Source: an optimization exercise on an open RTL-to-GDS flow (aim: small area and a short achievable clock period). Production flows keep margins and buffers that such runs may drop. Function was not checked in any run shown here: the RTL went through the layout flow alone.

==> flow/design.v <==
module mm_fa (input a, input b, input c, output s, output co);
assign s  = a ^ b ^ c;
assign co = (a & b) | (c & (a ^ b));
endmodule
module mm_ha (input a, input b, output s, output co);
assign s  = a ^ b;
assign co = a & b;
endmodule
module montgomery_multiply (
    input           clk,
    input   [11:0]  a0,
    input   [11:0]  b0,
    output  [11:0]  r
);
reg [22:0] px1;
reg [21:0] py1;
reg [23:0] p2r;
reg [12:0] qhn3;
reg [12:0] pl3;
reg [12:0] r4;
wire w1;
wire w2;
wire w3;
wire w4;
wire w5;
wire w6;
wire w7;
wire w8;
wire w9;
wire w10;
wire w11;
wire w12;
wire w13;
wire w14;
wire w15;
wire w16;
wire w17;
wire w18;
wire w19;
wire w20;
wire w21;
wire w22;
wire w23;
wire w24;
wire w25;
wire w26;
wire w27;
wire w28;
wire w29;
wire w30;
wire w31;
wire w32;
wire w33;
wire w34;
wire w35;
wire w36;
wire w37;
wire w38;
wire w39;
wire w40;
wire w41;
wire w42;
wire w43;
wire w44;
wire w45;
wire w46;
wire w47;
wire w48;
wire w49;
wire w50;
wire w51;
wire w52;
wire w53;
wire w54;
wire w55;
wire w56;
wire w57;
wire w58;
wire w59;
wire w60;
wire w61;
wire w62;
wire w63;
wire w64;
wire w65;
wire w66;
wire w67;
wire w68;
wire w69;
wire w70;
wire w71;
wire w72;
wire w73;
wire w74;
wire w75;
wire w76;
wire w77;
wire w78;
wire w79;
wire w80;
wire w81;
wire w82;
wire w83;
wire w84;
wire w85;
wire w86;
wire w87;
wire w88;
wire w89;
wire w90;
wire w91;
wire w92;
wire w93;
wire w94;
wire w95;
wire w96;
wire w97;
wire w98;
wire w99;
wire w100;
wire w101;
wire w102;
wire w103;
wire w104;
wire w105;
wire w106;
wire w107;
wire w108;
wire w109;
wire w110;
wire w111;
wire w112;
wire w113;
wire w114;
wire w115;
wire w116;
wire w117;
wire w118;
wire w119;
wire w120;
wire w121;
wire w122;
wire w123;
wire w124;
wire w125;
wire w126;
wire w127;
wire w128;
wire w129;
wire w130;
wire w131;
wire w132;
wire w133;
wire w134;
wire w135;
wire w136;
wire w137;
wire w138;
wire w139;
wire w140;
wire w141;
wire w142;
wire w143;
wire w144;
wire w145;
wire w146;
wire w147;
wire w148;
wire w149;
wire w150;
wire w151;
wire w152;
wire w153;
wire w154;
wire w155;
wire w156;
wire w157;
wire w158;
wire w159;
wire w160;
wire w161;
wire w162;
wire w163;
wire w164;
wire w165;
wire w166;
wire w167;
wire w168;
wire w169;
wire w170;
wire w171;
wire w172;
wire w173;
wire w174;
wire w175;
wire w176;
wire w177;
wire w178;
wire w179;
wire w180;
wire w181;
wire w182;
wire w183;
wire w184;
wire w185;
wire w186;
wire w187;
wire w188;
wire w189;
wire w190;
wire w191;
wire w192;
wire w193;
wire w194;
wire w195;
wire w196;
wire w197;
wire w198;
wire w199;
wire w200;
wire w201;
wire w202;
wire w203;
wire w204;
wire w205;
wire w206;
wire w207;
wire w208;
wire w209;
wire w210;
wire w211;
wire w212;
wire w213;
wire w214;
wire w215;
wire w216;
wire w217;
wire w218;
wire w219;
wire w220;
wire w221;
wire w222;
wire w223;
wire w224;
wire w225;
wire w226;
wire w227;
wire w228;
wire w229;
wire w230;
wire w231;
wire w232;
wire w233;
wire w234;
wire w235;
wire w236;
wire w237;
wire w238;
wire w239;
wire w240;
wire w241;
wire w242;
wire w243;
wire w244;
wire w245;
wire w246;
wire w247;
wire w248;
wire w249;
wire w250;
wire w251;
wire w252;
wire w253;
wire w254;
wire w255;
wire w256;
wire w257;
wire w258;
wire w259;
wire w260;
wire w261;
wire w262;
wire w263;
wire w264;
wire w265;
wire w266;
wire w267;
wire w268;
wire w269;
wire w270;
wire w271;
wire w272;
wire w273;
wire w274;
wire w275;
wire w276;
wire w277;
wire w278;
wire w279;
wire w280;
wire w281;
wire w282;
wire w283;
wire w284;
wire w285;
wire w286;
wire w287;
wire w288;
wire w289;
wire w290;
wire w291;
wire w292;
wire w293;
wire w294;
wire w295;
wire w296;
wire w297;
wire w298;
wire w299;
wire w300;
wire w301;
wire w302;
wire w303;
wire w304;
wire w305;
wire w306;
wire w307;
wire w308;
wire w309;
wire w310;
wire w311;
wire w312;
wire w313;
wire w314;
wire w315;
wire w316;
wire w317;
wire w318;
wire w319;
wire w320;
wire w321;
wire w322;
wire w323;
wire w324;
wire w325;
wire w326;
wire w327;
wire w328;
wire w329;
wire w330;
wire w331;
wire w332;
wire w333;
wire w334;
wire w335;
wire w336;
wire w337;
wire w338;
wire w339;
wire w340;
wire w341;
wire w342;
wire w343;
wire w344;
wire w345;
wire w346;
wire w347;
wire w348;
wire w349;
wire w350;
wire w351;
wire w352;
wire w353;
wire w354;
wire w355;
wire w356;
wire w357;
wire w358;
wire w359;
wire w360;
wire w361;
wire w362;
wire w363;
wire w364;
wire w365;
wire w366;
wire w367;
wire w368;
wire w369;
wire w370;
wire w371;
wire w372;
wire w373;
wire w374;
wire w375;
wire w376;
wire w377;
wire w378;
wire w379;
wire w380;
wire w381;
wire w382;
wire w383;
wire w384;
wire w385;
wire w386;
wire w387;
wire w388;
wire w389;
wire w390;
wire w391;
wire w392;
wire w393;
wire w394;
wire w395;
wire w396;
wire w397;
wire w398;
wire w399;
wire w400;
wire w401;
wire w402;
wire w403;
wire w404;
wire w405;
wire w406;
wire w407;
wire w408;
wire w409;
wire w410;
wire w411;
wire w412;
wire w413;
wire w414;
wire w415;
wire w416;
wire w417;
wire w418;
wire w419;
wire w420;
wire w421;
wire w422;
wire w423;
wire w424;
wire w425;
wire w426;
wire w427;
wire w428;
wire w429;
wire w430;
wire w431;
wire w432;
wire w433;
wire w434;
wire w435;
wire w436;
wire w437;
wire w438;
wire w439;
wire w440;
wire w441;
wire w442;
wire w443;
wire w444;
wire w445;
wire w446;
wire w447;
wire w448;
wire w449;
wire w450;
wire w451;
wire w452;
wire w453;
wire w454;
wire w455;
wire w456;
wire w457;
wire w458;
wire w459;
wire w460;
wire w461;
wire w462;
wire w463;
wire w464;
wire w465;
wire w466;
wire w467;
wire w468;
wire w469;
wire w470;
wire w471;
wire w472;
wire w473;
wire w474;
wire w475;
wire w476;
wire w477;
wire w478;
wire w479;
wire w480;
wire w481;
wire w482;
wire w483;
wire w484;
wire w485;
wire w486;
wire w487;
wire w488;
wire w489;
wire w490;
wire w491;
wire w492;
wire w493;
wire w494;
wire w495;
wire w496;
wire w497;
wire w498;
wire w499;
wire w500;
wire w501;
wire w502;
wire w503;
wire w504;
wire w505;
wire w506;
wire w507;
wire w508;
wire w509;
wire w510;
wire w511;
wire w512;
wire w513;
wire w514;
wire w515;
wire w516;
wire w517;
wire w518;
wire w519;
wire w520;
wire w521;
wire w522;
wire w523;
wire w524;
wire w525;
wire w526;
wire w527;
wire w528;
wire w529;
wire w530;
wire w531;
wire w532;
wire w533;
wire w534;
wire w535;
wire w536;
wire w537;
wire w538;
wire w539;
wire w540;
wire w541;
wire w542;
wire w543;
wire w544;
wire w545;
wire w546;
wire w547;
wire w548;
wire w549;
wire w550;
wire w551;
wire w552;
wire w553;
wire w554;
wire w555;
wire w556;
wire w557;
wire w558;
wire w559;
wire w560;
wire w561;
wire w562;
wire w563;
wire w564;
wire w565;
wire w566;
wire w567;
wire w568;
wire w569;
wire w570;
wire w571;
wire w572;
wire w573;
wire w574;
wire w575;
wire w576;
wire w577;
wire w578;
wire w579;
wire w580;
wire w581;
wire w582;
wire w583;
wire w584;
wire w585;
wire w586;
wire w587;
wire w588;
wire w589;
wire w590;
wire w591;
wire w592;
wire w593;
wire w594;
wire w595;
wire w596;
wire w597;
wire w598;
wire w599;
wire w600;
wire w601;
wire w602;
wire w603;
wire w604;
wire w605;
wire w606;
wire w607;
wire w608;
wire w609;
wire w610;
wire w611;
wire w612;
wire w613;
wire w614;
wire w615;
wire w616;
wire w617;
wire w618;
wire w619;
wire w620;
wire w621;
wire w622;
wire w623;
wire w624;
wire w625;
wire w626;
wire w627;
wire w628;
wire w629;
wire w630;
wire w631;
wire w632;
wire w633;
wire w634;
wire w635;
wire w636;
wire w637;
wire w638;
wire w639;
wire w640;
wire w641;
wire w642;
wire w643;
wire w644;
wire w645;
wire w646;
wire w647;
wire w648;
wire w649;
wire w650;
wire w651;
wire w652;
wire w653;
wire w654;
wire w655;
wire w656;
wire w657;
wire w658;
wire w659;
wire w660;
wire w661;
wire w662;
wire w663;
wire w664;
wire w665;
wire w666;
wire w667;
wire w668;
wire w669;
wire w670;
wire w671;
wire w672;
wire w673;
wire w674;
wire w675;
wire w676;
wire w677;
wire w678;
wire w679;
wire w680;
wire w681;
wire w682;
wire w683;
wire w684;
wire w685;
wire w686;
wire w687;
wire w688;
wire w689;
wire w690;
wire w691;
wire w692;
wire w693;
wire w694;
wire w695;
wire w696;
wire w697;
wire w698;
wire w699;
wire w700;
wire w701;
wire w702;
wire w703;
wire w704;
wire w705;
wire w706;
wire w707;
wire w708;
wire w709;
wire w710;
wire w711;
wire w712;
wire w713;
wire w714;
wire w715;
wire w716;
wire w717;
wire w718;
wire w719;
wire w720;
wire w721;
wire w722;
wire w723;
wire w724;
wire w725;
wire w726;
wire w727;
wire w728;
wire w729;
wire w730;
wire w731;
wire w732;
wire w733;
wire w734;
wire w735;
wire w736;
wire w737;
wire w738;
wire w739;
wire w740;
wire w741;
wire w742;
wire w743;
wire w744;
wire w745;
wire w746;
wire w747;
wire w748;
wire w749;
wire w750;
wire w751;
wire w752;
wire w753;
wire w754;
wire w755;
wire w756;
wire w757;
wire w758;
wire w759;
wire w760;
wire w761;
wire w762;
wire w763;
wire w764;
wire w765;
wire w766;
wire w767;
wire w768;
wire w769;
wire w770;
wire w771;
wire w772;
wire w773;
wire w774;
wire w775;
wire w776;
wire w777;
wire w778;
wire w779;
wire w780;
wire w781;
wire w782;
wire w783;
wire w784;
wire w785;
wire w786;
wire w787;
wire w788;
wire w789;
wire w790;
wire w791;
wire w792;
wire w793;
wire w794;
wire w795;
wire w796;
wire w797;
wire w798;
wire w799;
wire w800;
wire w801;
wire w802;
wire w803;
wire w804;
wire w805;
wire w806;
wire w807;
wire w808;
wire w809;
wire w810;
wire w811;
wire w812;
wire w813;
wire w814;
wire w815;
wire w816;
wire w817;
wire w818;
wire w819;
wire w820;
wire w821;
wire w822;
wire w823;
wire w824;
wire w825;
wire w826;
wire w827;
wire w828;
assign w1 = ~(a0[0] & b0[0]);
assign w2 = ~(a0[0] & b0[1]);
assign w3 = ~(a0[0] & b0[2]);
assign w4 = ~(a0[0] & b0[3]);
assign w5 = ~(a0[0] & b0[4]);
assign w6 = ~(a0[0] & b0[5]);
assign w7 = ~(a0[0] & b0[6]);
assign w8 = ~(a0[0] & b0[7]);
assign w9 = ~(a0[0] & b0[8]);
assign w10 = ~(a0[0] & b0[9]);
assign w11 = ~(a0[0] & b0[10]);
assign w12 = ~(a0[0] & b0[11]);
assign w13 = ~(a0[1] & b0[0]);
assign w14 = ~(a0[1] & b0[1]);
assign w15 = ~(a0[1] & b0[2]);
assign w16 = ~(a0[1] & b0[3]);
assign w17 = ~(a0[1] & b0[4]);
assign w18 = ~(a0[1] & b0[5]);
assign w19 = ~(a0[1] & b0[6]);
assign w20 = ~(a0[1] & b0[7]);
assign w21 = ~(a0[1] & b0[8]);
assign w22 = ~(a0[1] & b0[9]);
assign w23 = ~(a0[1] & b0[10]);
assign w24 = ~(a0[1] & b0[11]);
assign w25 = ~(a0[2] & b0[0]);
assign w26 = ~(a0[2] & b0[1]);
assign w27 = ~(a0[2] & b0[2]);
assign w28 = ~(a0[2] & b0[3]);
assign w29 = ~(a0[2] & b0[4]);
assign w30 = ~(a0[2] & b0[5]);
assign w31 = ~(a0[2] & b0[6]);
assign w32 = ~(a0[2] & b0[7]);
assign w33 = ~(a0[2] & b0[8]);
assign w34 = ~(a0[2] & b0[9]);
assign w35 = ~(a0[2] & b0[10]);
assign w36 = ~(a0[2] & b0[11]);
assign w37 = ~(a0[3] & b0[0]);
assign w38 = ~(a0[3] & b0[1]);
assign w39 = ~(a0[3] & b0[2]);
assign w40 = ~(a0[3] & b0[3]);
assign w41 = ~(a0[3] & b0[4]);
assign w42 = ~(a0[3] & b0[5]);
assign w43 = ~(a0[3] & b0[6]);
assign w44 = ~(a0[3] & b0[7]);
assign w45 = ~(a0[3] & b0[8]);
assign w46 = ~(a0[3] & b0[9]);
assign w47 = ~(a0[3] & b0[10]);
assign w48 = ~(a0[3] & b0[11]);
assign w49 = ~(a0[4] & b0[0]);
assign w50 = ~(a0[4] & b0[1]);
assign w51 = ~(a0[4] & b0[2]);
assign w52 = ~(a0[4] & b0[3]);
assign w53 = ~(a0[4] & b0[4]);
assign w54 = ~(a0[4] & b0[5]);
assign w55 = ~(a0[4] & b0[6]);
assign w56 = ~(a0[4] & b0[7]);
assign w57 = ~(a0[4] & b0[8]);
assign w58 = ~(a0[4] & b0[9]);
assign w59 = ~(a0[4] & b0[10]);
assign w60 = ~(a0[4] & b0[11]);
assign w61 = ~(a0[5] & b0[0]);
assign w62 = ~(a0[5] & b0[1]);
assign w63 = ~(a0[5] & b0[2]);
assign w64 = ~(a0[5] & b0[3]);
assign w65 = ~(a0[5] & b0[4]);
assign w66 = ~(a0[5] & b0[5]);
assign w67 = ~(a0[5] & b0[6]);
assign w68 = ~(a0[5] & b0[7]);
assign w69 = ~(a0[5] & b0[8]);
assign w70 = ~(a0[5] & b0[9]);
assign w71 = ~(a0[5] & b0[10]);
assign w72 = ~(a0[5] & b0[11]);
assign w73 = ~(a0[6] & b0[0]);
assign w74 = ~(a0[6] & b0[1]);
assign w75 = ~(a0[6] & b0[2]);
assign w76 = ~(a0[6] & b0[3]);
assign w77 = ~(a0[6] & b0[4]);
assign w78 = ~(a0[6] & b0[5]);
assign w79 = ~(a0[6] & b0[6]);
assign w80 = ~(a0[6] & b0[7]);
assign w81 = ~(a0[6] & b0[8]);
assign w82 = ~(a0[6] & b0[9]);
assign w83 = ~(a0[6] & b0[10]);
assign w84 = ~(a0[6] & b0[11]);
assign w85 = ~(a0[7] & b0[0]);
assign w86 = ~(a0[7] & b0[1]);
assign w87 = ~(a0[7] & b0[2]);
assign w88 = ~(a0[7] & b0[3]);
assign w89 = ~(a0[7] & b0[4]);
assign w90 = ~(a0[7] & b0[5]);
assign w91 = ~(a0[7] & b0[6]);
assign w92 = ~(a0[7] & b0[7]);
assign w93 = ~(a0[7] & b0[8]);
assign w94 = ~(a0[7] & b0[9]);
assign w95 = ~(a0[7] & b0[10]);
assign w96 = ~(a0[7] & b0[11]);
assign w97 = ~(a0[8] & b0[0]);
assign w98 = ~(a0[8] & b0[1]);
assign w99 = ~(a0[8] & b0[2]);
assign w100 = ~(a0[8] & b0[3]);
assign w101 = ~(a0[8] & b0[4]);
assign w102 = ~(a0[8] & b0[5]);
assign w103 = ~(a0[8] & b0[6]);
assign w104 = ~(a0[8] & b0[7]);
assign w105 = ~(a0[8] & b0[8]);
assign w106 = ~(a0[8] & b0[9]);
assign w107 = ~(a0[8] & b0[10]);
assign w108 = ~(a0[8] & b0[11]);
assign w109 = ~(a0[9] & b0[0]);
assign w110 = ~(a0[9] & b0[1]);
assign w111 = ~(a0[9] & b0[2]);
assign w112 = ~(a0[9] & b0[3]);
assign w113 = ~(a0[9] & b0[4]);
assign w114 = ~(a0[9] & b0[5]);
assign w115 = ~(a0[9] & b0[6]);
assign w116 = ~(a0[9] & b0[7]);
assign w117 = ~(a0[9] & b0[8]);
assign w118 = ~(a0[9] & b0[9]);
assign w119 = ~(a0[9] & b0[10]);
assign w120 = ~(a0[9] & b0[11]);
assign w121 = ~(a0[10] & b0[0]);
assign w122 = ~(a0[10] & b0[1]);
assign w123 = ~(a0[10] & b0[2]);
assign w124 = ~(a0[10] & b0[3]);
assign w125 = ~(a0[10] & b0[4]);
assign w126 = ~(a0[10] & b0[5]);
assign w127 = ~(a0[10] & b0[6]);
assign w128 = ~(a0[10] & b0[7]);
assign w129 = ~(a0[10] & b0[8]);
assign w130 = ~(a0[10] & b0[9]);
assign w131 = ~(a0[10] & b0[10]);
assign w132 = ~(a0[10] & b0[11]);
assign w133 = ~(a0[11] & b0[0]);
assign w134 = ~(a0[11] & b0[1]);
assign w135 = ~(a0[11] & b0[2]);
assign w136 = ~(a0[11] & b0[3]);
assign w137 = ~(a0[11] & b0[4]);
assign w138 = ~(a0[11] & b0[5]);
assign w139 = ~(a0[11] & b0[6]);
assign w140 = ~(a0[11] & b0[7]);
assign w141 = ~(a0[11] & b0[8]);
assign w142 = ~(a0[11] & b0[9]);
assign w143 = ~(a0[11] & b0[10]);
assign w144 = ~(a0[11] & b0[11]);
mm_fa u_w145 (.a(w10), .b(w21), .c(1'b1), .s(w145), .co(w146));
mm_fa u_w147 (.a(w11), .b(w22), .c(w33), .s(w147), .co(w148));
mm_fa u_w149 (.a(w44), .b(w55), .c(1'b1), .s(w149), .co(w150));
mm_fa u_w151 (.a(w12), .b(w23), .c(w34), .s(w151), .co(w152));
mm_fa u_w153 (.a(w45), .b(w56), .c(w67), .s(w153), .co(w154));
mm_fa u_w155 (.a(w78), .b(w89), .c(1'b1), .s(w155), .co(w156));
mm_fa u_w157 (.a(w24), .b(w35), .c(w46), .s(w157), .co(w158));
mm_fa u_w159 (.a(w57), .b(w68), .c(w79), .s(w159), .co(w160));
mm_fa u_w161 (.a(w90), .b(w101), .c(1'b1), .s(w161), .co(w162));
mm_fa u_w163 (.a(w36), .b(w47), .c(w58), .s(w163), .co(w164));
mm_fa u_w165 (.a(w69), .b(w80), .c(w91), .s(w165), .co(w166));
mm_fa u_w167 (.a(w48), .b(w59), .c(w70), .s(w167), .co(w168));
mm_fa u_w169 (.a(w7), .b(w18), .c(1'b1), .s(w169), .co(w170));
mm_fa u_w171 (.a(w8), .b(w19), .c(w30), .s(w171), .co(w172));
mm_fa u_w173 (.a(w41), .b(w52), .c(1'b1), .s(w173), .co(w174));
mm_fa u_w175 (.a(w9), .b(w20), .c(w31), .s(w175), .co(w176));
mm_fa u_w177 (.a(w42), .b(w53), .c(w64), .s(w177), .co(w178));
mm_fa u_w179 (.a(w75), .b(w86), .c(1'b1), .s(w179), .co(w180));
mm_fa u_w181 (.a(w32), .b(w43), .c(w54), .s(w181), .co(w182));
mm_fa u_w183 (.a(w65), .b(w76), .c(w87), .s(w183), .co(w184));
mm_fa u_w185 (.a(w98), .b(w109), .c(w145), .s(w185), .co(w186));
mm_fa u_w187 (.a(w66), .b(w77), .c(w88), .s(w187), .co(w188));
mm_fa u_w189 (.a(w99), .b(w110), .c(w121), .s(w189), .co(w190));
mm_fa u_w191 (.a(w146), .b(w147), .c(w149), .s(w191), .co(w192));
mm_fa u_w193 (.a(w100), .b(w111), .c(w122), .s(w193), .co(w194));
mm_fa u_w195 (.a(w133), .b(w148), .c(w150), .s(w195), .co(w196));
mm_fa u_w197 (.a(w151), .b(w153), .c(w155), .s(w197), .co(w198));
mm_fa u_w199 (.a(w112), .b(w123), .c(w134), .s(w199), .co(w200));
mm_fa u_w201 (.a(w152), .b(w154), .c(w156), .s(w201), .co(w202));
mm_fa u_w203 (.a(w157), .b(w159), .c(w161), .s(w203), .co(w204));
mm_fa u_w205 (.a(w102), .b(w113), .c(w124), .s(w205), .co(w206));
mm_fa u_w207 (.a(w135), .b(w158), .c(w160), .s(w207), .co(w208));
mm_fa u_w209 (.a(w162), .b(w163), .c(w165), .s(w209), .co(w210));
mm_fa u_w211 (.a(w81), .b(w92), .c(w103), .s(w211), .co(w212));
mm_fa u_w213 (.a(w114), .b(w125), .c(w136), .s(w213), .co(w214));
mm_fa u_w215 (.a(w164), .b(w166), .c(w167), .s(w215), .co(w216));
mm_fa u_w217 (.a(w60), .b(w71), .c(w82), .s(w217), .co(w218));
mm_fa u_w219 (.a(w93), .b(w104), .c(w115), .s(w219), .co(w220));
mm_fa u_w221 (.a(w126), .b(w137), .c(w168), .s(w221), .co(w222));
mm_fa u_w223 (.a(w72), .b(w83), .c(w94), .s(w223), .co(w224));
mm_fa u_w225 (.a(w105), .b(w116), .c(w127), .s(w225), .co(w226));
mm_fa u_w227 (.a(w84), .b(w95), .c(w106), .s(w227), .co(w228));
mm_fa u_w229 (.a(w5), .b(w16), .c(1'b1), .s(w229), .co(w230));
mm_fa u_w231 (.a(w6), .b(w17), .c(w28), .s(w231), .co(w232));
mm_fa u_w233 (.a(w39), .b(w50), .c(1'b1), .s(w233), .co(w234));
mm_fa u_w235 (.a(w29), .b(w40), .c(w51), .s(w235), .co(w236));
mm_fa u_w237 (.a(w62), .b(w73), .c(w169), .s(w237), .co(w238));
mm_fa u_w239 (.a(w63), .b(w74), .c(w85), .s(w239), .co(w240));
mm_fa u_w241 (.a(w170), .b(w171), .c(w173), .s(w241), .co(w242));
mm_fa u_w243 (.a(w97), .b(w172), .c(w174), .s(w243), .co(w244));
mm_fa u_w245 (.a(w175), .b(w177), .c(w179), .s(w245), .co(w246));
mm_fa u_w247 (.a(w176), .b(w178), .c(w180), .s(w247), .co(w248));
mm_fa u_w249 (.a(w181), .b(w183), .c(w185), .s(w249), .co(w250));
mm_fa u_w251 (.a(w182), .b(w184), .c(w186), .s(w251), .co(w252));
mm_fa u_w253 (.a(w187), .b(w189), .c(w191), .s(w253), .co(w254));
mm_fa u_w255 (.a(w188), .b(w190), .c(w192), .s(w255), .co(w256));
mm_fa u_w257 (.a(w193), .b(w195), .c(w197), .s(w257), .co(w258));
mm_fa u_w259 (.a(w194), .b(w196), .c(w198), .s(w259), .co(w260));
mm_fa u_w261 (.a(w199), .b(w201), .c(w203), .s(w261), .co(w262));
mm_fa u_w263 (.a(w200), .b(w202), .c(w204), .s(w263), .co(w264));
mm_fa u_w265 (.a(w205), .b(w207), .c(w209), .s(w265), .co(w266));
mm_fa u_w267 (.a(w206), .b(w208), .c(w210), .s(w267), .co(w268));
mm_fa u_w269 (.a(w211), .b(w213), .c(w215), .s(w269), .co(w270));
mm_fa u_w271 (.a(w212), .b(w214), .c(w216), .s(w271), .co(w272));
mm_fa u_w273 (.a(w217), .b(w219), .c(w221), .s(w273), .co(w274));
mm_fa u_w275 (.a(w138), .b(w218), .c(w220), .s(w275), .co(w276));
mm_fa u_w277 (.a(w222), .b(w223), .c(w225), .s(w277), .co(w278));
mm_fa u_w279 (.a(w117), .b(w128), .c(w139), .s(w279), .co(w280));
mm_fa u_w281 (.a(w224), .b(w226), .c(w227), .s(w281), .co(w282));
mm_fa u_w283 (.a(w96), .b(w107), .c(w118), .s(w283), .co(w284));
mm_fa u_w285 (.a(w129), .b(w140), .c(w228), .s(w285), .co(w286));
mm_fa u_w287 (.a(w108), .b(w119), .c(w130), .s(w287), .co(w288));
mm_fa u_w289 (.a(w4), .b(w15), .c(1'b1), .s(w289), .co(w290));
mm_fa u_w291 (.a(w27), .b(w38), .c(w49), .s(w291), .co(w292));
mm_fa u_w293 (.a(w61), .b(w230), .c(w231), .s(w293), .co(w294));
mm_fa u_w295 (.a(w232), .b(w234), .c(w235), .s(w295), .co(w296));
mm_fa u_w297 (.a(w236), .b(w238), .c(w239), .s(w297), .co(w298));
mm_fa u_w299 (.a(w240), .b(w242), .c(w243), .s(w299), .co(w300));
mm_fa u_w301 (.a(w244), .b(w246), .c(w247), .s(w301), .co(w302));
mm_fa u_w303 (.a(w248), .b(w250), .c(w251), .s(w303), .co(w304));
mm_fa u_w305 (.a(w252), .b(w254), .c(w255), .s(w305), .co(w306));
mm_fa u_w307 (.a(w256), .b(w258), .c(w259), .s(w307), .co(w308));
mm_fa u_w309 (.a(w260), .b(w262), .c(w263), .s(w309), .co(w310));
mm_fa u_w311 (.a(w264), .b(w266), .c(w267), .s(w311), .co(w312));
mm_fa u_w313 (.a(w268), .b(w270), .c(w271), .s(w313), .co(w314));
mm_fa u_w315 (.a(w272), .b(w274), .c(w275), .s(w315), .co(w316));
mm_fa u_w317 (.a(w276), .b(w278), .c(w279), .s(w317), .co(w318));
mm_fa u_w319 (.a(w280), .b(w282), .c(w283), .s(w319), .co(w320));
mm_fa u_w321 (.a(w141), .b(w284), .c(w286), .s(w321), .co(w322));
mm_fa u_w323 (.a(w120), .b(w131), .c(w142), .s(w323), .co(w324));
mm_fa u_w325 (.a(w3), .b(w14), .c(1'b1), .s(w325), .co(w326));
mm_fa u_w327 (.a(w26), .b(w37), .c(w289), .s(w327), .co(w328));
mm_fa u_w329 (.a(w229), .b(w290), .c(w291), .s(w329), .co(w330));
mm_fa u_w331 (.a(w233), .b(w292), .c(w293), .s(w331), .co(w332));
mm_fa u_w333 (.a(w237), .b(w294), .c(w295), .s(w333), .co(w334));
mm_fa u_w335 (.a(w241), .b(w296), .c(w297), .s(w335), .co(w336));
mm_fa u_w337 (.a(w245), .b(w298), .c(w299), .s(w337), .co(w338));
mm_fa u_w339 (.a(w249), .b(w300), .c(w301), .s(w339), .co(w340));
mm_fa u_w341 (.a(w253), .b(w302), .c(w303), .s(w341), .co(w342));
mm_fa u_w343 (.a(w257), .b(w304), .c(w305), .s(w343), .co(w344));
mm_fa u_w345 (.a(w261), .b(w306), .c(w307), .s(w345), .co(w346));
mm_fa u_w347 (.a(w265), .b(w308), .c(w309), .s(w347), .co(w348));
mm_fa u_w349 (.a(w269), .b(w310), .c(w311), .s(w349), .co(w350));
mm_fa u_w351 (.a(w273), .b(w312), .c(w313), .s(w351), .co(w352));
mm_fa u_w353 (.a(w277), .b(w314), .c(w315), .s(w353), .co(w354));
mm_fa u_w355 (.a(w281), .b(w316), .c(w317), .s(w355), .co(w356));
mm_fa u_w357 (.a(w285), .b(w318), .c(w319), .s(w357), .co(w358));
mm_fa u_w359 (.a(w287), .b(w320), .c(w321), .s(w359), .co(w360));
mm_fa u_w361 (.a(w288), .b(w322), .c(w323), .s(w361), .co(w362));
mm_fa u_w363 (.a(w132), .b(w143), .c(w324), .s(w363), .co(w364));
assign w365 = px1[0] & 1'b1;
assign w366 = px1[0] ^ 1'b1;
assign w367 = px1[1] & py1[0];
assign w368 = px1[1] ^ py1[0];
assign w369 = px1[2] & py1[1];
assign w370 = px1[2] ^ py1[1];
assign w371 = px1[3] & py1[2];
assign w372 = px1[3] ^ py1[2];
assign w373 = px1[4] & py1[3];
assign w374 = px1[4] ^ py1[3];
assign w375 = px1[5] & py1[4];
assign w376 = px1[5] ^ py1[4];
assign w377 = px1[6] & py1[5];
assign w378 = px1[6] ^ py1[5];
assign w379 = px1[7] & py1[6];
assign w380 = px1[7] ^ py1[6];
assign w381 = px1[8] & py1[7];
assign w382 = px1[8] ^ py1[7];
assign w383 = px1[9] & py1[8];
assign w384 = px1[9] ^ py1[8];
assign w385 = px1[10] & py1[9];
assign w386 = px1[10] ^ py1[9];
assign w387 = px1[11] & py1[10];
assign w388 = px1[11] ^ py1[10];
assign w389 = px1[12] & py1[11];
assign w390 = px1[12] ^ py1[11];
assign w391 = px1[13] & py1[12];
assign w392 = px1[13] ^ py1[12];
assign w393 = px1[14] & py1[13];
assign w394 = px1[14] ^ py1[13];
assign w395 = px1[15] & py1[14];
assign w396 = px1[15] ^ py1[14];
assign w397 = px1[16] & py1[15];
assign w398 = px1[16] ^ py1[15];
assign w399 = px1[17] & py1[16];
assign w400 = px1[17] ^ py1[16];
assign w401 = px1[18] & py1[17];
assign w402 = px1[18] ^ py1[17];
assign w403 = px1[19] & py1[18];
assign w404 = px1[19] ^ py1[18];
assign w405 = px1[20] & py1[19];
assign w406 = px1[20] ^ py1[19];
assign w407 = px1[21] & py1[20];
assign w408 = px1[21] ^ py1[20];
assign w409 = px1[22] & py1[21];
assign w410 = px1[22] ^ py1[21];
assign w411 = 1'b1 & 1'b1;
assign w412 = 1'b1 ^ 1'b1;
assign w413 = w365 | (w366 & 1'b1);
assign w414 = w367 | (w368 & w413);
assign w415 = w368 & w366;
assign w416 = w371 | (w372 & w369);
assign w417 = w372 & w370;
assign w418 = w375 | (w376 & w373);
assign w419 = w376 & w374;
assign w420 = w379 | (w380 & w377);
assign w421 = w380 & w378;
assign w422 = w383 | (w384 & w381);
assign w423 = w384 & w382;
assign w424 = w387 | (w388 & w385);
assign w425 = w388 & w386;
assign w426 = w391 | (w392 & w389);
assign w427 = w392 & w390;
assign w428 = w395 | (w396 & w393);
assign w429 = w396 & w394;
assign w430 = w399 | (w400 & w397);
assign w431 = w400 & w398;
assign w432 = w403 | (w404 & w401);
assign w433 = w404 & w402;
assign w434 = w407 | (w408 & w405);
assign w435 = w408 & w406;
assign w436 = w411 | (w412 & w409);
assign w437 = w412 & w410;
assign w438 = w369 | (w370 & w414);
assign w439 = w370 & w415;
assign w440 = w416 | (w417 & w414);
assign w441 = w417 & w415;
assign w442 = w377 | (w378 & w418);
assign w443 = w378 & w419;
assign w444 = w420 | (w421 & w418);
assign w445 = w421 & w419;
assign w446 = w385 | (w386 & w422);
assign w447 = w386 & w423;
assign w448 = w424 | (w425 & w422);
assign w449 = w425 & w423;
assign w450 = w393 | (w394 & w426);
assign w451 = w394 & w427;
assign w452 = w428 | (w429 & w426);
assign w453 = w429 & w427;
assign w454 = w401 | (w402 & w430);
assign w455 = w402 & w431;
assign w456 = w432 | (w433 & w430);
assign w457 = w433 & w431;
assign w458 = w409 | (w410 & w434);
assign w459 = w410 & w435;
assign w460 = w436 | (w437 & w434);
assign w461 = w437 & w435;
assign w462 = w373 | (w374 & w440);
assign w463 = w374 & w441;
assign w464 = w418 | (w419 & w440);
assign w465 = w419 & w441;
assign w466 = w442 | (w443 & w440);
assign w467 = w443 & w441;
assign w468 = w444 | (w445 & w440);
assign w469 = w445 & w441;
assign w470 = w389 | (w390 & w448);
assign w471 = w390 & w449;
assign w472 = w426 | (w427 & w448);
assign w473 = w427 & w449;
assign w474 = w450 | (w451 & w448);
assign w475 = w451 & w449;
assign w476 = w452 | (w453 & w448);
assign w477 = w453 & w449;
assign w478 = w405 | (w406 & w456);
assign w479 = w406 & w457;
assign w480 = w434 | (w435 & w456);
assign w481 = w435 & w457;
assign w482 = w458 | (w459 & w456);
assign w483 = w459 & w457;
assign w484 = w460 | (w461 & w456);
assign w485 = w461 & w457;
assign w486 = w381 | (w382 & w468);
assign w487 = w382 & w469;
assign w488 = w422 | (w423 & w468);
assign w489 = w423 & w469;
assign w490 = w446 | (w447 & w468);
assign w491 = w447 & w469;
assign w492 = w448 | (w449 & w468);
assign w493 = w449 & w469;
assign w494 = w470 | (w471 & w468);
assign w495 = w471 & w469;
assign w496 = w472 | (w473 & w468);
assign w497 = w473 & w469;
assign w498 = w474 | (w475 & w468);
assign w499 = w475 & w469;
assign w500 = w476 | (w477 & w468);
assign w501 = w477 & w469;
assign w502 = w397 | (w398 & w500);
assign w503 = w398 & w501;
assign w504 = w430 | (w431 & w500);
assign w505 = w431 & w501;
assign w506 = w454 | (w455 & w500);
assign w507 = w455 & w501;
assign w508 = w456 | (w457 & w500);
assign w509 = w457 & w501;
assign w510 = w478 | (w479 & w500);
assign w511 = w479 & w501;
assign w512 = w480 | (w481 & w500);
assign w513 = w481 & w501;
assign w514 = w482 | (w483 & w500);
assign w515 = w483 & w501;
assign w516 = w484 | (w485 & w500);
assign w517 = w485 & w501;
assign w518 = w366 ^ 1'b1;
assign w519 = w368 ^ w413;
assign w520 = w370 ^ w414;
assign w521 = w372 ^ w438;
assign w522 = w374 ^ w440;
assign w523 = w376 ^ w462;
assign w524 = w378 ^ w464;
assign w525 = w380 ^ w466;
assign w526 = w382 ^ w468;
assign w527 = w384 ^ w486;
assign w528 = w386 ^ w488;
assign w529 = w388 ^ w490;
assign w530 = w390 ^ w492;
assign w531 = w392 ^ w494;
assign w532 = w394 ^ w496;
assign w533 = w396 ^ w498;
assign w534 = w398 ^ w500;
assign w535 = w400 ^ w502;
assign w536 = w402 ^ w504;
assign w537 = w404 ^ w506;
assign w538 = w406 ^ w508;
assign w539 = w408 ^ w510;
assign w540 = w410 ^ w512;
assign w541 = w412 ^ w514;
mm_ha u_w542 (.a(p2r[12]), .b(p2r[14]), .s(w542), .co(w543));
mm_ha u_w544 (.a(p2r[13]), .b(p2r[15]), .s(w544), .co(w545));
mm_ha u_w546 (.a(p2r[14]), .b(p2r[16]), .s(w546), .co(w547));
mm_ha u_w548 (.a(p2r[15]), .b(p2r[17]), .s(w548), .co(w549));
mm_ha u_w550 (.a(p2r[10]), .b(p2r[12]), .s(w550), .co(w551));
mm_fa u_w552 (.a(p2r[13]), .b(~p2r[17]), .c(~p2r[19]), .s(w552), .co(w553));
mm_fa u_w554 (.a(~p2r[18]), .b(~p2r[20]), .c(p2r[11]), .s(w554), .co(w555));
mm_fa u_w556 (.a(~p2r[19]), .b(~p2r[21]), .c(w543), .s(w556), .co(w557));
mm_fa u_w558 (.a(~p2r[20]), .b(~p2r[22]), .c(w545), .s(w558), .co(w559));
mm_fa u_w560 (.a(~p2r[21]), .b(~p2r[23]), .c(w547), .s(w560), .co(w561));
mm_fa u_w562 (.a(p2r[18]), .b(~p2r[22]), .c(~p2r[16]), .s(w562), .co(w563));
mm_fa u_w564 (.a(p2r[19]), .b(~p2r[23]), .c(p2r[16]), .s(w564), .co(w565));
mm_ha u_w566 (.a(p2r[18]), .b(p2r[20]), .s(w566), .co(w567));
mm_ha u_w568 (.a(p2r[11]), .b(~p2r[15]), .s(w568), .co(w569));
mm_fa u_w570 (.a(~p2r[16]), .b(~p2r[18]), .c(w550), .s(w570), .co(w571));
mm_fa u_w572 (.a(~p2r[11]), .b(w551), .c(w552), .s(w572), .co(w573));
mm_fa u_w574 (.a(w542), .b(w553), .c(w554), .s(w574), .co(w575));
mm_fa u_w576 (.a(w544), .b(w555), .c(w556), .s(w576), .co(w577));
mm_fa u_w578 (.a(w546), .b(w557), .c(w558), .s(w578), .co(w579));
mm_fa u_w580 (.a(w548), .b(w559), .c(w560), .s(w580), .co(w581));
mm_fa u_w582 (.a(w549), .b(w561), .c(w562), .s(w582), .co(w583));
mm_fa u_w584 (.a(~p2r[17]), .b(w563), .c(w564), .s(w584), .co(w585));
mm_fa u_w586 (.a(p2r[17]), .b(w565), .c(w566), .s(w586), .co(w587));
mm_fa u_w588 (.a(p2r[21]), .b(~p2r[19]), .c(w567), .s(w588), .co(w589));
mm_fa u_w590 (.a(p2r[22]), .b(p2r[19]), .c(~p2r[20]), .s(w590), .co(w591));
mm_fa u_w592 (.a(p2r[23]), .b(p2r[20]), .c(~p2r[21]), .s(w592), .co(w593));
mm_ha u_w594 (.a(p2r[21]), .b(~p2r[22]), .s(w594), .co(w595));
mm_ha u_w596 (.a(p2r[22]), .b(~p2r[23]), .s(w596), .co(w597));
assign w598 = ~p2r[17] & w568;
assign w599 = ~p2r[17] ^ w568;
assign w600 = w569 & w570;
assign w601 = w569 ^ w570;
assign w602 = w571 & w572;
assign w603 = w571 ^ w572;
assign w604 = w573 & w574;
assign w605 = w573 ^ w574;
assign w606 = w575 & w576;
assign w607 = w575 ^ w576;
assign w608 = w577 & w578;
assign w609 = w577 ^ w578;
assign w610 = w579 & w580;
assign w611 = w579 ^ w580;
assign w612 = w581 & w582;
assign w613 = w581 ^ w582;
assign w614 = w583 & w584;
assign w615 = w583 ^ w584;
assign w616 = w585 & w586;
assign w617 = w585 ^ w586;
assign w618 = w587 & w588;
assign w619 = w587 ^ w588;
assign w620 = w589 & w590;
assign w621 = w589 ^ w590;
assign w622 = w591 & w592;
assign w623 = w591 ^ w592;
assign w624 = w593 & w594;
assign w625 = w593 ^ w594;
assign w626 = w595 & w596;
assign w627 = w595 ^ w596;
assign w628 = ~p2r[23] & w597;
assign w629 = ~p2r[23] ^ w597;
assign w630 = w600 | (w601 & w598);
assign w631 = w601 & w599;
assign w632 = w604 | (w605 & w602);
assign w633 = w605 & w603;
assign w634 = w608 | (w609 & w606);
assign w635 = w609 & w607;
assign w636 = w612 | (w613 & w610);
assign w637 = w613 & w611;
assign w638 = w616 | (w617 & w614);
assign w639 = w617 & w615;
assign w640 = w620 | (w621 & w618);
assign w641 = w621 & w619;
assign w642 = w624 | (w625 & w622);
assign w643 = w625 & w623;
assign w644 = w628 | (w629 & w626);
assign w645 = w629 & w627;
assign w646 = w602 | (w603 & w630);
assign w647 = w603 & w631;
assign w648 = w632 | (w633 & w630);
assign w649 = w633 & w631;
assign w650 = w610 | (w611 & w634);
assign w651 = w611 & w635;
assign w652 = w636 | (w637 & w634);
assign w653 = w637 & w635;
assign w654 = w618 | (w619 & w638);
assign w655 = w619 & w639;
assign w656 = w640 | (w641 & w638);
assign w657 = w641 & w639;
assign w658 = w626 | (w627 & w642);
assign w659 = w627 & w643;
assign w660 = w644 | (w645 & w642);
assign w661 = w645 & w643;
assign w662 = w606 | (w607 & w648);
assign w663 = w607 & w649;
assign w664 = w634 | (w635 & w648);
assign w665 = w635 & w649;
assign w666 = w650 | (w651 & w648);
assign w667 = w651 & w649;
assign w668 = w652 | (w653 & w648);
assign w669 = w653 & w649;
assign w670 = w622 | (w623 & w656);
assign w671 = w623 & w657;
assign w672 = w642 | (w643 & w656);
assign w673 = w643 & w657;
assign w674 = w658 | (w659 & w656);
assign w675 = w659 & w657;
assign w676 = w660 | (w661 & w656);
assign w677 = w661 & w657;
assign w678 = w614 | (w615 & w668);
assign w679 = w615 & w669;
assign w680 = w638 | (w639 & w668);
assign w681 = w639 & w669;
assign w682 = w654 | (w655 & w668);
assign w683 = w655 & w669;
assign w684 = w656 | (w657 & w668);
assign w685 = w657 & w669;
assign w686 = w670 | (w671 & w668);
assign w687 = w671 & w669;
assign w688 = w672 | (w673 & w668);
assign w689 = w673 & w669;
assign w690 = w674 | (w675 & w668);
assign w691 = w675 & w669;
assign w692 = w676 | (w677 & w668);
assign w693 = w677 & w669;
assign w694 = w601 ^ w598;
assign w695 = w603 ^ w630;
assign w696 = w605 ^ w646;
assign w697 = w607 ^ w648;
assign w698 = w609 ^ w662;
assign w699 = w611 ^ w664;
assign w700 = w613 ^ w666;
assign w701 = w615 ^ w668;
assign w702 = w617 ^ w678;
assign w703 = w619 ^ w680;
assign w704 = w621 ^ w682;
assign w705 = w623 ^ w684;
assign w706 = w625 ^ w686;
assign w707 = w627 ^ w688;
assign w708 = w629 ^ w690;
mm_fa u_w709 (.a(qhn3[11]), .b(qhn3[3]), .c(qhn3[1]), .s(w709), .co(w710));
mm_fa u_w711 (.a(pl3[12]), .b(qhn3[12]), .c(qhn3[4]), .s(w711), .co(w712));
mm_ha u_w713 (.a(qhn3[2]), .b(qhn3[1]), .s(w713), .co(w714));
mm_ha u_w715 (.a(pl3[9]), .b(qhn3[9]), .s(w715), .co(w716));
mm_fa u_w717 (.a(qhn3[10]), .b(qhn3[2]), .c(qhn3[0]), .s(w717), .co(w718));
mm_fa u_w719 (.a(qhn3[0]), .b(pl3[10]), .c(~pl3[11]), .s(w719), .co(w720));
mm_fa u_w721 (.a(pl3[11]), .b(w710), .c(w711), .s(w721), .co(w722));
mm_ha u_w723 (.a(pl3[1]), .b(qhn3[1]), .s(w723), .co(w724));
mm_ha u_w725 (.a(pl3[2]), .b(qhn3[2]), .s(w725), .co(w726));
mm_ha u_w727 (.a(pl3[3]), .b(qhn3[3]), .s(w727), .co(w728));
mm_ha u_w729 (.a(pl3[4]), .b(qhn3[4]), .s(w729), .co(w730));
mm_ha u_w731 (.a(pl3[5]), .b(qhn3[5]), .s(w731), .co(w732));
mm_ha u_w733 (.a(pl3[6]), .b(qhn3[6]), .s(w733), .co(w734));
mm_ha u_w735 (.a(pl3[7]), .b(qhn3[7]), .s(w735), .co(w736));
mm_fa u_w737 (.a(qhn3[8]), .b(qhn3[0]), .c(~pl3[8]), .s(w737), .co(w738));
mm_fa u_w739 (.a(qhn3[1]), .b(pl3[8]), .c(w715), .s(w739), .co(w740));
mm_fa u_w741 (.a(~pl3[10]), .b(w716), .c(w717), .s(w741), .co(w742));
mm_fa u_w743 (.a(w709), .b(w718), .c(w719), .s(w743), .co(w744));
mm_fa u_w745 (.a(w713), .b(w720), .c(w721), .s(w745), .co(w746));
assign w747 = qhn3[0] & ~pl3[0];
assign w748 = qhn3[0] ^ ~pl3[0];
assign w749 = pl3[0] & w723;
assign w750 = pl3[0] ^ w723;
assign w751 = w724 & w725;
assign w752 = w724 ^ w725;
assign w753 = w726 & w727;
assign w754 = w726 ^ w727;
assign w755 = w728 & w729;
assign w756 = w728 ^ w729;
assign w757 = w730 & w731;
assign w758 = w730 ^ w731;
assign w759 = w732 & w733;
assign w760 = w732 ^ w733;
assign w761 = w734 & w735;
assign w762 = w734 ^ w735;
assign w763 = w736 & w737;
assign w764 = w736 ^ w737;
assign w765 = w738 & w739;
assign w766 = w738 ^ w739;
assign w767 = w740 & w741;
assign w768 = w740 ^ w741;
assign w769 = w742 & w743;
assign w770 = w742 ^ w743;
assign w771 = w744 & w745;
assign w772 = w744 ^ w745;
assign w773 = w749 | (w750 & w747);
assign w774 = w750 & w748;
assign w775 = w753 | (w754 & w751);
assign w776 = w754 & w752;
assign w777 = w757 | (w758 & w755);
assign w778 = w758 & w756;
assign w779 = w761 | (w762 & w759);
assign w780 = w762 & w760;
assign w781 = w765 | (w766 & w763);
assign w782 = w766 & w764;
assign w783 = w769 | (w770 & w767);
assign w784 = w770 & w768;
assign w785 = w751 | (w752 & w773);
assign w786 = w752 & w774;
assign w787 = w775 | (w776 & w773);
assign w788 = w776 & w774;
assign w789 = w759 | (w760 & w777);
assign w790 = w760 & w778;
assign w791 = w779 | (w780 & w777);
assign w792 = w780 & w778;
assign w793 = w767 | (w768 & w781);
assign w794 = w768 & w782;
assign w795 = w783 | (w784 & w781);
assign w796 = w784 & w782;
assign w797 = w755 | (w756 & w787);
assign w798 = w756 & w788;
assign w799 = w777 | (w778 & w787);
assign w800 = w778 & w788;
assign w801 = w789 | (w790 & w787);
assign w802 = w790 & w788;
assign w803 = w791 | (w792 & w787);
assign w804 = w792 & w788;
assign w805 = w771 | (w772 & w795);
assign w806 = w772 & w796;
assign w807 = w763 | (w764 & w803);
assign w808 = w764 & w804;
assign w809 = w781 | (w782 & w803);
assign w810 = w782 & w804;
assign w811 = w793 | (w794 & w803);
assign w812 = w794 & w804;
assign w813 = w795 | (w796 & w803);
assign w814 = w796 & w804;
assign w815 = w805 | (w806 & w803);
assign w816 = w806 & w804;
assign w817 = w750 ^ w747;
assign w818 = w752 ^ w773;
assign w819 = w754 ^ w785;
assign w820 = w756 ^ w787;
assign w821 = w758 ^ w797;
assign w822 = w760 ^ w799;
assign w823 = w762 ^ w801;
assign w824 = w764 ^ w803;
assign w825 = w766 ^ w807;
assign w826 = w768 ^ w809;
assign w827 = w770 ^ w811;
assign w828 = w772 ^ w813;
always @(posedge clk) begin
    px1[0] <= w1;
    px1[1] <= w2;
    px1[2] <= w25;
    px1[3] <= w326;
    px1[4] <= w328;
    px1[5] <= w330;
    px1[6] <= w332;
    px1[7] <= w334;
    px1[8] <= w336;
    px1[9] <= w338;
    px1[10] <= w340;
    px1[11] <= w342;
    px1[12] <= w344;
    px1[13] <= w346;
    px1[14] <= w348;
    px1[15] <= w350;
    px1[16] <= w352;
    px1[17] <= w354;
    px1[18] <= w356;
    px1[19] <= w358;
    px1[20] <= w360;
    px1[21] <= w362;
    px1[22] <= w144;
    py1[0] <= w13;
    py1[1] <= w325;
    py1[2] <= w327;
    py1[3] <= w329;
    py1[4] <= w331;
    py1[5] <= w333;
    py1[6] <= w335;
    py1[7] <= w337;
    py1[8] <= w339;
    py1[9] <= w341;
    py1[10] <= w343;
    py1[11] <= w345;
    py1[12] <= w347;
    py1[13] <= w349;
    py1[14] <= w351;
    py1[15] <= w353;
    py1[16] <= w355;
    py1[17] <= w357;
    py1[18] <= w359;
    py1[19] <= w361;
    py1[20] <= w363;
    py1[21] <= w364;
    p2r[0] <= ~w518;
    p2r[1] <= ~w519;
    p2r[2] <= ~w520;
    p2r[3] <= ~w521;
    p2r[4] <= ~w522;
    p2r[5] <= ~w523;
    p2r[6] <= ~w524;
    p2r[7] <= ~w525;
    p2r[8] <= ~w526;
    p2r[9] <= ~w527;
    p2r[10] <= ~w528;
    p2r[11] <= ~w529;
    p2r[12] <= ~w530;
    p2r[13] <= ~w531;
    p2r[14] <= ~w532;
    p2r[15] <= ~w533;
    p2r[16] <= ~w534;
    p2r[17] <= ~w535;
    p2r[18] <= ~w536;
    p2r[19] <= ~w537;
    p2r[20] <= ~w538;
    p2r[21] <= ~w539;
    p2r[22] <= ~w540;
    p2r[23] <= ~w541;
    qhn3[0] <= ~w696;
    qhn3[1] <= ~w697;
    qhn3[2] <= ~w698;
    qhn3[3] <= ~w699;
    qhn3[4] <= ~w700;
    qhn3[5] <= ~w701;
    qhn3[6] <= ~w702;
    qhn3[7] <= ~w703;
    qhn3[8] <= ~w704;
    qhn3[9] <= ~w705;
    qhn3[10] <= ~w706;
    qhn3[11] <= ~w707;
    qhn3[12] <= ~w708;
    pl3[0] <= p2r[0];
    pl3[1] <= p2r[1];
    pl3[2] <= p2r[2];
    pl3[3] <= p2r[3];
    pl3[4] <= p2r[4];
    pl3[5] <= p2r[5];
    pl3[6] <= p2r[6];
    pl3[7] <= p2r[7];
    pl3[8] <= p2r[8];
    pl3[9] <= p2r[9];
    pl3[10] <= p2r[10];
    pl3[11] <= p2r[11];
    pl3[12] <= p2r[12];
    r4[0] <= w748;
    r4[1] <= w817;
    r4[2] <= w818;
    r4[3] <= w819;
    r4[4] <= w820;
    r4[5] <= w821;
    r4[6] <= w822;
    r4[7] <= w823;
    r4[8] <= w824;
    r4[9] <= w825;
    r4[10] <= w826;
    r4[11] <= w827;
    r4[12] <= w828;
end
assign r = r4[12] ? r4[11:0] + 12'd3329 : r4[11:0];
endmodule
module montgomery_top (
    input           clk     ,
    input           rst_n   ,
    input           en      ,
    input   [11:0]  a       ,
    input   [11:0]  b       ,
    output          busy    ,
    output          done    ,
    output  [11:0]  r
);
reg [4:0] vld;
always @(posedge clk) begin
    if (!rst_n) vld <= 5'd0;
    else        vld <= {vld[3:0], en};
end
assign done = vld[4];
assign busy = en | done;
reg [11:0] a0, b0;
always @(posedge clk) begin
    a0 <= a;
    b0 <= b;
end
montgomery_multiply u_mm (.clk(clk), .a0(a0), .b0(b0), .r(r));
endmodule
==> flow/run.sh <==
#!/bin/bash
# synth_recipe.tcl (not shown) runs the flow's synth.tcl, then flattens the netlist and writes it again
# the make line also repeats each setting of config.mk as NAME=value (left out here)
make -C /OpenROAD-flow-scripts/flow DESIGN_CONFIG=/design/flow/config.mk WORK_HOME=/design/flow/orfs CLKGATE_MAP_FILE= SYNTH_SCRIPT=/design/flow/synth_recipe.tcl finish
==> flow/config.mk <==
export PLATFORM = sky130hd
export DESIGN_NAME = montgomery_top
export DESIGN_NICKNAME = montgomery_top
export VERILOG_FILES = /design/flow/design.v
export SDC_FILE = /design/flow/constraint.sdc
export NUM_CORES = 4
export LEC_CHECK = 0
export ABC_CLOCK_PERIOD_IN_PS = 3500
export CAP_MARGIN = 20
export CORE_MARGIN = 2
export CORE_UTILIZATION = 65
export CTS_BUF_LIST = sky130_fd_sc_hd__clkbuf_8
export CTS_CLUSTER_SIZE = 40
export SETUP_SLACK_MARGIN = 4.4
export SLEW_MARGIN = 20
export SYNTH_HIERARCHICAL = 1
==> flow/constraint.sdc <==
create_clock -name core_clock -period 8.0 [get_ports {clk}]
set_input_delay 1.6000 -clock core_clock [delete_from_list [all_inputs] [get_ports {clk}]]
set_output_delay 1.6000 -clock core_clock [all_outputs]
set_load 0.01 [all_outputs]
==> summary.txt, run 1 <==
- The flow ran to the end and the layout has no timing, DRC or antenna violations.
- The area occupied by multi-input gates is 5670 um2.
- The smallest setup slack after layout is 4390 ps.
- The worst setup path is of the in2out kind.
- The die is about 120 um wide.
- After clock tree synthesis, the clock-pin slew on the worst setup and hold paths is around 80 ps.
- CTS placed an instance of clkbuf_8 at the clock tree root.
- Of all nets on the critical path, the largest fanout is 2.
- Measured along the y axis, the die boundary spans 119 um.
- The final setup TNS is 0 ps.
- From synthesis to final layout, the design area changed by 11.5%.
- The violation count after the first detailed-route iteration is about 270.
- The mapped netlist covers 8610 um2.
- The worst hold path cell count is 0.
- The last weighted congestion value of the routability-driven placer is 0.902.
- After floorplanning, the core was divided into 42 placement rows.
- The time the worst path needs with I/O delays and setup is 3610 ps.
- The remaining routing DRC violations is 0.
- The upper clock frequency limit is about 280 MHz.
- By instance count, the leading cell after synthesis is nand2_1.
- Setup violations remaining at the end of the flow were counted as 0.
- The number of buffers on the longest clock path is 2.
- The net total in the final layout is between 1000 and 1500.
- The count of flip-flops with a built-in enable after synthesis is 0.
- After floorplanning, the core was sized to cover 13100 um2.
- The share of the yosys chip area belonging to registers is 0.319.
- The met3 demand-to-capacity share in global routing is 0.0661.
- The maximum number of pins on one net before global-route repair is 17.
- The number of input and output port buffers inserted is 40.
- Buffers inserted to repair hold after CTS numbered 0.
- At the worst endpoint, the required time is 6400 ps.
- The count of final hold-check violations is 0.
- In the global route stage, met1 resource usage came out at 0.310.
- The HPWL after detailed placement is ~12 mm.
- The minimum setup slack after placement is roughly 3700 ps.
- The worst max-slew margin expressed relative to the limit is 0.606.
- The area share of the largest cell type after synthesis is 0.347.
- Setup repair after global routing could not meet its margin everywhere.
- Of the cells placed in the final design, the portion with a size suffix greater than 1 is 0.0716.
- The final antenna-violating net count is 0.
- Synthesis produced a netlist whose cell count is ~750.
- The class of the most critical hold timing path is reg2reg.
- The layout has roughly 870 filler cells.
- Synthesis instantiated 45 different standard cells from the library.
- The global-route layer with the greatest usage is met2.
- The instance count after placement with tap cells included is 953.
- The first-pass GRT wire length is 27.9 mm.
- For this run, the detailed router's first-pass iteration total came to 4.
- The routed length per instance is 16.5 um.
- The worst setup path is launched from a primary input.
- The proportion of synthesized flip-flops having asynchronous set or reset is 0.
- The total overflow left after global routing is 0.
- Dividing the final minimum period by the clock period gives 0.451.
- The antenna diode instance count is 0.
- The number of CTS-inserted buffers is 17.
- The global-route track usage on met2 is 0.437.
- Summed over all layers, the routed wires come to 16.2 mm.
- The clock arrives with 9.86 ps of skew.
- The initial utilization of the core area, before any placement, comes to 0.658.
- Across the whole layout, storage elements account for 2750 um2.
- Max-cap violations in this run came to 0.
- Yosys attributes the largest share of cell area to fa_1, dfxtp_1, ha_1.
- The total number of H-tree levels is 4.
- The average cell area after synthesis is 11.4 um2.
- The per-cell via count in the routed design is 5.42.
- The initial antenna violation count is 0.
- The setup check on the worst reg-to-reg path leaves a slack of 4540 ps.
- TritonCTS built the clock tree.
- The library cell with the largest summed area after synthesis is fa_1.
- The routed via count is 5346.
- 41 I/O pins were placed.
- The number of global-route vias before repair is 6022.
- The element type at the critical path end is a primary output.
- The count of placed standard cells in the final layout, fillers left out is 986.
- The count of pins over their slew limit is 0.
- Data arrives at the worst endpoint at 2010 ps.
- Counting instances in the post-synthesis netlist gives the leading cell types as nand2_1, fa_1, dfxtp_1.
- The dominant synthesized flop cell is dfxtp_1.
- Yosys printed 8 warnings.
- The clock latency reported for the late side of the worst-skew pair is ~450 ps.
- The flip-flop and latch count after synthesis is ~140.
- The area enclosed by the die boundary is 14200 um2.
- Across every metal layer, demand over resource in global routing totals 0.255.
- The slew at the pin with the worst max-slew slack is 590 ps.
- For the worst flop-to-flop path, the logic depth is 11.
- For this design, the sink count on the clock tree is ~140.
- Once layout is complete, the utilization of the core stands at 0.733.
state kept, by name, indices dropped and copies added (netlist names):
register	count
vld	5
a0	12
u_mm.qhn3	13
u_mm.pl3	13
b0	12
u_mm.px1	23
u_mm.p2r	24
u_mm.py1	22
u_mm.r4	13
per-module statistics from Yosys (local to each module, per instance):
module	cell area, um2	cells inside	flops+latches	times used
montgomery_multiply	4980	560	108	1
montgomery_top	618	35	29	1
mm_fa	20.0	1	0	139
mm_ha	12.5	1	0	18
layer usage:
| metal | routed length, um | part of all wire | vias up |
|---|---|---|---|
| met1 | 6560 | 0.40 | 2651 |
| met5 | 0 | 0 | - |
| met2 | 8330 | 0.51 | 201 |
| li1 | - | - | 2467 |
| met4 | 243 | 0.015 | 0 |
| met3 | 1100 | 0.067 | 27 |
timing repair:
| action | in CTS | in global routing |
|---|---|---|
| setup endpoints to repair | 9 | 8 |
| setup buffers | 0 | 1 |
| resized for setup | 17 | 12 |
| pin swaps | 0 | 1 |
final timing paths:
check	to	start
worst min register to register	u_mm.pl3[6]$_DFF_P_	u_mm.p2r[6]$_DFF_P_
worst max-delay path	busy	en
worst max register to register	u_mm.qhn3[12]$_DFF_P_	u_mm.p2r[19]$_DFF_P_
worst min-delay path	u_mm.pl3[6]$_DFF_P_	u_mm.p2r[6]$_DFF_P_
placed cells by master (no fill, tap or decap), drive strengths merged, types with 6 or more instances in the layout:
master and count:
o21ai 11, xor2 16, a21oi 17, a21o 10, nor2 17, o21a 6
nor2b 7, dfxtp 137, xnor2 28, nand2 162, clkbuf 20, nand3 7
fa 149, clkdlybuf4s50 33, conb 11, nor3 6, inv 46, ha 66
and2 7
layout make-up:
class | instances | area share
clock buffers | 18 | 0.0258
flip-flops and latches | 137 | 0.287
well taps | 176 | 0.0229
inverters | 41 | 0.0160
clock inverters | 14 | 0.0167
repair buffers | 41 | 0.0406
multi-input cells | 559 | 0.591
critical path: stages:
cell and delay, ps:
clkbuf_2 80, or2_1 190, buf_2 130
logic make-up after synthesis:
family	share of synthesized area
and+or+nand+nor	0.110
AOI/OAI and AO/OA	0.0531
DFF	0.319
buffers and inverters	0.0288
adders and majority gates	0.443
other	0.000436
muxes	0.00131
xor gates and xnor gates	0.0448
stage by stage:
stage	hold slack, ps	cell area, um2
finish	326	9600
global route	340	9600
CTS	330	9580
detailed placement	312	9170
global placement	310	9170
floorplan	310	8640
==> run 2: changes to the inputs <==
--- a/flow/config.mk
+++ b/flow/config.mk
@@ -5,6 +5,7 @@
 export SDC_FILE = /design/flow/constraint.sdc
 export NUM_CORES = 4
 export LEC_CHECK = 0
+export ABC_AREA = 1
 export ABC_CLOCK_PERIOD_IN_PS = 3500
 export CAP_MARGIN = 20
 export CORE_MARGIN = 2
==> summary.txt, run 2 <==
- Result of the run: timing/DRC/antenna clean (unchanged).
- The cell with the most instances after synthesis is nand2_1 (unchanged).
- List of cells traversed by the critical path: clkdlybuf4s15_1 -> inv_1 -> nand2_1 -> buf_2 (was clkbuf_2 -> or2_1 -> buf_2).
- Unrepaired setup endpoints after global routing: yes (unchanged).
- The final setup TNS came to 0 ps (unchanged).
- The routed length per instance is 15.2 um (was 16.5 um).
- The count of flip-flops with a built-in enable after synthesis is 0 (unchanged).
- The worst stage delay on the critical path is 180 ps (was 190 ps).
- The master of the slowest instance on the critical path is clkdlybuf4s15_1 (was or2_1).
- The remaining routing DRC violations was 0 (unchanged).
- The initial antenna violation count is 0 (unchanged).
- Top cells by instance count after synthesis: nand2_1, fa_1, dfxtp_1 (unchanged).
- The worst max-slew margin expressed relative to the limit is 0.609 (was 0.606).
- The number of CTS-inserted buffers is 17 (unchanged).
- The cts-stage hold buffer count came to 0 (unchanged).
- The last weighted congestion value of the routability-driven placer is 0.924 (was 0.902).
- The share of the yosys chip area belonging to registers is 0.307 (was 0.319).
- The net total in the final layout is 1169 (was 1039).
- The capture instance of the worst register-to-register path is u_mm.py1[11]$_DFF_P_ (was u_mm.qhn3[12]$_DFF_P_).
- The element type at the critical path end was a primary output (unchanged).
- The average cell area after synthesis is 10.1 um2 (was 11.4 um2).
- The number of input and output port buffers inserted is 40 (unchanged).
- The library cell with the largest summed area after synthesis was fa_1 (unchanged).
- The per-cell via count in the routed design is 5.36 (was 5.42).
- Cell types with the largest area share after synthesis: fa_1, dfxtp_1, nand2_1 (was fa_1, dfxtp_1, ha_1).
- The routed via count is 5982 (was 5346).
- The slew at the pin with the worst max-slew slack is 586 ps (was 590 ps).
- The worst reg-to-reg setup slack came to 4560 ps (was 4540 ps).
- The number of buffers on the longest clock path was 2 (unchanged).
- The class of the most critical hold timing path is reg2reg (unchanged).
- The antenna diode instance count is 0 (unchanged).
- The dominant synthesized flop cell was dfxtp_1 (unchanged).
- Largest registers in the final layout: u_mm.p2r: 24 flops, u_mm.px1: 23 flops, u_mm.py1: 22 flops (unchanged).
- The detailed placer's ending HPWL came to 13.2 mm (was 12.5 mm).
- The register name with the most flops is u_mm.p2r (unchanged).
- The flip-flop count of the largest register, all copies and words added is 24 (unchanged).
- The start-to-end type of the worst setup path is in2out (unchanged).
- The worst path arrival time is 2020 ps (was 2010 ps).
- The required time at the endpoint of the critical path is 6400 ps (about the same).
- The instance count of the mapped netlist came to 883 (was 752).
- The start of the worst register-to-register path is b0[5]$_DFF_P_ (was u_mm.p2r[19]$_DFF_P_).
- The first-pass GRT wire length was 29.2 mm (was 27.9 mm).
- The placed cell area is 9500 um2 (was 9170 um2).
- The flip-flop and latch count after synthesis is 137 (unchanged).
- The horizontal die dimension is 121 um (was 119 um).
- The period utilization is 0.453 (was 0.451).
- The maximum number of pins on one net before global-route repair is 17 (unchanged).
- The sum of routed wire length over all layers is 17.0 mm (was 16.2 mm).
- The total area of sequential cells is 2750 um2 (about the same).
- The cell area after layout is 9930 um2 (was 9600 um2).
- The starting density of the core is 0.670 (was 0.658).
- The die height is 121 um (was 119 um).
- The length of the first detailed-routing pass in iterations is 5 (was 4).
- The area share of the largest cell type after synthesis is 0.334 (was 0.347).
- Most frequent cells in the layout: nand2_1, fa_1, dfxtp_1 (unchanged).
- The count of cell types in the netlist is 36 (was 45).
- The total standard cell area after synthesis is 8940 um2 (was 8610 um2).
- The time the worst path needs with I/O delays and setup is 3620 ps (was 3610 ps).
- The worst hold path endpoint is u_mm.pl3[2]$_DFF_P_ (was u_mm.pl3[6]$_DFF_P_).
- The worst hold path cell count came to 0 (unchanged).
- The residual overflow from global routing came to 0 (unchanged).
- The leading cell type in the layout, fill and taps excluded is nand2_1 (unchanged).
- The violation count after the first detailed-route iteration is 253 (was 266).
- The clock latency reported for the late side of the worst-skew pair came to 440 ps (was 450 ps).
- The share of cells above drive strength 1 came to 0.0681 (was 0.0716).
- The total number of H-tree levels is 4 (unchanged).
- The area growth from synthesis to layout is 11.1% (was 11.5%).
- The area occupied by multi-input gates is 5820 um2 (was 5670 um2).
- The count of pins over their slew limit is 0 (unchanged).
- The global-route usage over all layers is 0.259 (was 0.255).
- The CTS tree is done (unchanged).
- The critical path launch point type is a primary input (unchanged).
- The final antenna-violating net count is 0 (unchanged).
- The count of final hold-check violations came to 0 (unchanged).
- The count of placed standard cells in the final layout, fillers left out came to 1116 (was 986).
- The count of final setup violators is 0 (unchanged).
- The max-capacitance violation count came to 0 (unchanged).
- The cell chosen for the clock root is clkbuf_8 (unchanged).
- The maximum fanout along the worst path was 2 (unchanged).
- The upper clock frequency limit is 276 MHz (was 277 MHz).
- The count of standard-cell rows came to 42 (unchanged).
- The number of global-route vias before repair is 6461 (was 6022).
- The count of cells along the worst register-to-register path is 6 (was 11).
- The launch point of the worst hold path is u_mm.p2r[2]$_DFF_P_ (was u_mm.p2r[6]$_DFF_P_).
- The count of synthesis-stage warnings from yosys is 8 (unchanged).
- The instance count after placement with tap cells included was 1084 (was 953).
- The worst clock skew on the final layout is 11.7 ps (was 9.86 ps).
- The clock transition at the registers of the reported paths is 70 ps (was 80 ps).
- The I/O pin total is 41 (unchanged).
- The proportion of synthesized flip-flops having asynchronous set or reset came to 0 (unchanged).
- The number of fillers in the final layout was 998 (was 868).
- The area enclosed by the die boundary is 14700 um2 (was 14200 um2).
- The number of clock sinks seen by CTS came to 137 (unchanged).
- The area of the core region is 13300 um2 (was 13100 um2).
==> run 2: layout make-up <==
cell class / instances / area share
clock buffer: 17 / 0.0236
clock inverter: 15 / 0.0178
inverter: 88 / 0.0333
multi-input combinational: 643 / 0.586
sequential: 137 / 0.277
tap: 176 / 0.0222
timing repair buffer: 40 / 0.0401
==> run 2: metrics by stage <==
step                      setup WS [ps]  hold WS (ps)   util
after floorplan                    4690           310      -
after global placement             3710           310  0.712
after detailed placement           3670           313  0.712
after CTS                          4310           331  0.743
after global routing               4340           332  0.744
final                              4380           330  0.744
==> run 2: cell families (layout without fill, tap and decap cells) <==
| kind of cell | after synthesis | after routing | synth area share |
|---|---|---|---|
| adders and majority gates | 215 | 215 | 0.426 |
| buffers and inverters | 113 | 160 | 0.0476 |
| AOI/OAI and AO/OA | 43 | 43 | 0.0294 |
| xor gates and xnor gates | 29 | 29 | 0.0284 |
| and+or+nand+nor | 345 | 345 | 0.161 |
| other | 1 | 11 | 0.000420 |
| DFF | 137 | 137 | 0.307 |
==> run 2: worst max-delay path by stage <==
stage / cells past startpoint / from / end / slack [ps]
after floorplan: 2 / en / busy / 4690
after global placement: 4 / en / busy / 3710
after detailed placement: 4 / en / busy / 3670
after CTS: 4 / en / busy / 4310
after global routing: 4 / en / busy / 4340
final: 4 / en / busy / 4380
==> run 2: critical path, delay by kind of cell <==
kind	cells	cell delay, ps
buffers and inverters	3	370
AND/OR/NAND/NOR	1	50
==> run 2: what timing repair did <==
action / in CTS / in global routing
endpoints found under the hold margin: 0 / 0
setup endpoints to repair: 11 / 5
resized for setup: 19 / 6
pin swaps: 1 / 2
buffers inserted: 0 / 0
==> run 2: modules after synthesis, one instance, submodules excluded <==
module	times used	cells	area (um2)	flip-flops and latches
montgomery_top	1	42	629	29
montgomery_multiply	1	684	5300	108
mm_ha	18	1	12.5	0
mm_fa	139	1	20.0	0
==> run 2: metal layers <==
| metal | global-route usage | part of all wire |
|---|---|---|
| met2 | 0.469 | 0.52 |
| met5 | 0 | 0 |
| met4 | 0.111 | 0.025 |
| met3 | 0.0620 | 0.069 |
| met1 | 0.290 | 0.38 |

[static timing again, ports no longer ideal]
No port has a modelled driver above. Below, the same layouts with a new extraction and two added sets of constraints.
Step 1 assumes that a clkbuf_16 drives the clock port and a buf_2 every other input.
Step 2 moves the port delays by t, midway between the first and last clock arrival at a register: inputs arrive t later, outputs are due t later. That takes back most of the time a late clock gives input paths.
Three values: ideal, step 1, step 2; two values: the first two.
run	t, ns	setup WS [ns]	hold slack, ns
run 1	0.483	4.394 / 4.369 / 4.369	0.326 / 0.326 / 0.326
run 2	0.475	4.377 / 4.353 / 4.353	0.330 / 0.330 / 0.330
After both steps every run listed still meets setup and hold. The setup slack of run 1, which loses most, moves by -0.025 ns with the drivers and by -0.025 ns with both steps.
